Background: an optimization exercise with open tools, aiming at small area, a short achievable clock period and few clock cycles. Do not read the settings as production practice. Only simulation tests tie the RTL to the original design; equivalence was not proved. Power and IR drop assume default switching activity.

== job 437 ==
Design ATCONV, start of the top module:
module  ATCONV(
	input		clk,
	input		reset,
	output	reg	busy,
	input		ready,
	output reg	[11:0]	iaddr,
	input signed [12:0]	idata,
	output	reg 	cwr,
	output reg	[11:0]	caddr_wr,
	output reg 	[12:0] 	cdata_wr,
	output	reg 	crd,
	output reg	[11:0] 	caddr_rd,
	input 	[12:0] 	cdata_rd,
	output reg 	csel
	);
reg        fin;
reg [3:0]  ph;         
reg [5:0]  B;          
reg        ex;         
reg        dup;        
reg [8:0]  D;          
reg [11:0] Ta, Tb;     
reg [12:0] Va, Vb;     
reg [12:0] Xa, Xb;     
reg        colv;       
reg [10:0] pos;        
reg        ov;         
reg [12:0] RD;         
wire ph0 = ph[0];
wire ph1 = ph[1];
wire ph2 = ph[2];
wire ph3 = ph[3];
wire [5:0] x  = iaddr[5:0];
wire [5:0] n  = {x[0], x[5:1] ^ {5{x[0]}}};
wire       n0 = (x == 6'd0) & ~ex;
wire [5:0] n1 = n + 6'd1;
wire       wrap = (x == 6'd1) & ~dup;
wire [5:0] xn = (ex | wrap) ? 6'd0 : dup ? x : {n1[4:0] ^ {5{n1[5]}}, n1[5]};
wire       dupn = ex | ((x == 6'd62) & ~dup);
  ...
Size in the first run: about 1200 cells after synthesis, roughly 180 flip-flops, roughly 82 I/O pins, about 11000 sq um of cells after synthesis.
==> flow/config.mk <==
export PLATFORM = sky130hd
export DESIGN_NAME = ATCONV
export DESIGN_NICKNAME = ATCONV
export VERILOG_FILES = /design/flow/design.v
export SDC_FILE = /design/flow/constraint.sdc
export NUM_CORES = 4
export LEC_CHECK = 0
export ABC_CLOCK_PERIOD_IN_PS = 2500
export CAP_MARGIN = 20
export CORE_MARGIN = 2
export CORE_UTILIZATION = 40
export CTS_BUF_LIST = sky130_fd_sc_hd__clkbuf_8
export SETUP_SLACK_MARGIN = 5
export SLEW_MARGIN = 20
==> flow/constraint.sdc <==
create_clock -name core_clock -period 8.0 [get_ports {clk}]
set_input_delay 1.6000 -clock core_clock [delete_from_list [all_inputs] [get_ports {clk}]]
set_output_delay 1.6000 -clock core_clock [all_outputs]
set_load 0.01 [all_outputs]
standard.sh (not shown) runs the stock make flow with config.mk's settings and CLKGATE_MAP_FILE= SYNTH_SCRIPT=/design/flow/synth_recipe.tcl, a recipe that flattens the netlist after the stock synthesis.
==> flow/flow/run.sh <==
#!/bin/bash
# The standard layout, with plain buf_1 cells as the port buffers
# (buffer_ports otherwise picks a delay buffer of twice the area).
set -euo pipefail
export BUFFER_PORTS_ARGS="-buffer_cell sky130_fd_sc_hd__buf_1"
bash standard.sh "$@" > standard.log 2>&1
Testbench counts of job 437, summed over its fixed seeds: cycles 102,972.
For job 4154, these inputs were changed with respect to job 437:
==> flow/flow/run.sh <==
#!/bin/bash
set -euo pipefail
export BUFFER_PORTS_ARGS="-buffer_cell sky130_fd_sc_hd__buf_1"
bash standard.sh SETUP_SLACK_MARGIN=5.7 finish > standard.log 2>&1
[summary]
Job 4154 reached the end of the flow, and the finished layout is clean on the timing, DRC and antenna checks. Going from job 437 to job 4154, total power now sits higher, fraction of final layout cells with drive strength greater than 1 now sits higher, combinational power now sits higher.
--- input diff job 4154..job 9338 ---
--- a/flow/flow/run.sh
+++ b/flow/flow/run.sh
@@ -4 +4 @@
-bash standard.sh SETUP_SLACK_MARGIN=5.7 finish > standard.log 2>&1
+bash standard.sh SETUP_SLACK_MARGIN=5.15 finish > standard.log 2>&1
--- outcome ---
- Compared with job 4154, in job 9338 worst setup slack dropped 100 ps; detailed-route via count dropped 529; register-to-register slack -100 ps; required time at the worst-slack endpoint moved down; leakage power of the design down about 16%.
- The launch point of the worst path comes out cdata_wr[2]$_DFF_P_ in one run and Tb[0]$_DFFE_PN_ in the other, namely in job 4154 and job 9338 respectively.
Edits applied to the flow inputs when going from job 9338 to job 4019:
==> flow/run.sh (new file) <==
#!/bin/bash
# synth_recipe.tcl (not shown) runs the flow's synth.tcl, then flattens the netlist and writes it again
# the make line also repeats each setting of config.mk as NAME=value (left out here)
make -C /OpenROAD-flow-scripts/flow DESIGN_CONFIG=/design/flow/config.mk WORK_HOME=/design/flow/orfs CLKGATE_MAP_FILE= SYNTH_SCRIPT=/design/flow/synth_recipe.tcl finish
removed: flow/flow/run.sh
removed: flow/standard.sh
### Flow results
When job 4019 is set beside job 9338, its final worst-path cycle share turns out to be 2.0 points larger. In the flow results for job 9338 and job 4019, the logic depth of the worst path, buffers included is larger on job 9338. Compare job 9338 and job 4019 | worst-case headroom to the max-slew limit lower: job 9338. Summary: with job 9338 as the reference, power drawn by the clock network in job 4019 moved up by a few percent. Taking job 9338 as the reference, in job 4019 part of the total power dissipated in the clock network saw an increase, clock-cell share of area saw little to no change, fraction of power consumed by sequential logic saw an increase, post-route met1 wirelength saw a decrease, worst hold slack saw little to no change. Relative to job 9338, the non-clock buffer count of job 4019 is lower by 24.
The inputs of job 5372 differ from those of job 4019 as listed below.
==> flow/flow/run.sh (new file) <==
#!/bin/bash
set -euo pipefail
export BUFFER_PORTS_ARGS="-buffer_cell sky130_fd_sc_hd__buf_1"
bash standard.sh SETUP_SLACK_MARGIN=5.5 finish > standard.log 2>&1
==> flow/standard.sh (new file) <==
#!/bin/bash
# synth_recipe.tcl (not shown) runs the flow's synth.tcl, then flattens the netlist and writes it again
# the make line also repeats each setting of config.mk as NAME=value (left out here)
make -C /OpenROAD-flow-scripts/flow DESIGN_CONFIG=/design/flow/config.mk WORK_HOME=/design/flow/orfs CLKGATE_MAP_FILE= SYNTH_SCRIPT=/design/flow/synth_recipe.tcl "${@:-finish}"
removed: flow/run.sh
==> comparison <==
From job 4019 to job 5372 the numbers moved as follows: cell area shows an increase of about 10%; power share of the combinational group now larger.
Any difference in sequential power between job 4019 and job 5372 is small enough to ignore.
Taking job 4019 as the reference, in job 5372 power increased by about 12% relative to the old numbers, internal cell power rose about 12%.
Where final period demand of the worst path is concerned, job 4019 is outperformed by job 5372.
Job 5372 has number of buffers outside the clock class in the layout above what job 4019 had.
Compared with job 4019, in job 5372 count of placed standard cells in the final layout, fillers left out went up by 5.2%; register share of the cell area went down by 2.5 points; area growth from synthesis to layout went up by 12 points.
Re number of hold buffers added after CTS: no difference whatsoever between job 4019 and job 5372.
Job 5372 finished every step from synthesis to the final layout, and the layout passed the timing, DRC and antenna checks.

==> re-timing with driven ports <==
In the flow no input, the clock included, has a driving cell. The finished layouts below were timed again as built, in two steps. Step 1 (the two cells are an assumption about what drives the block):
set clk [get_ports {clk}]
set_driving_cell -lib_cell sky130_fd_sc_hd__clkbuf_16 $clk
set_driving_cell -lib_cell sky130_fd_sc_hd__buf_2 [delete_from_list [all_inputs] $clk]
Step 2 moves the port delays by t, midway between the first and last clock arrival at a register: inputs arrive t later, outputs are due t later. That takes back most of the time a late clock gives input paths. Slacks: ideal / step 1 / step 2; pairs: ideal / step 1.
run	t, ns	setup slack, ns	worst hold slack (ns)	worst data-port slew with drivers (ns)
job 437	0.506	5.107 / 5.107 / 5.107	0.431 / 0.431 / 0.431	0.03
job 4154	0.507	5.330 / 5.289 / 5.330	0.437 / 0.437 / 0.437	0.04
job 9338	0.508	5.225 / 5.208 / 5.225	0.429 / 0.429 / 0.429	0.03
job 4019	0.509	5.066 / 5.024 / 5.080	0.431 / 0.431 / 0.431	0.04
job 5372	0.500	5.264 / 5.264 / 5.264	0.430 / 0.430 / 0.430	0.04
After both steps every run listed still meets setup and hold.
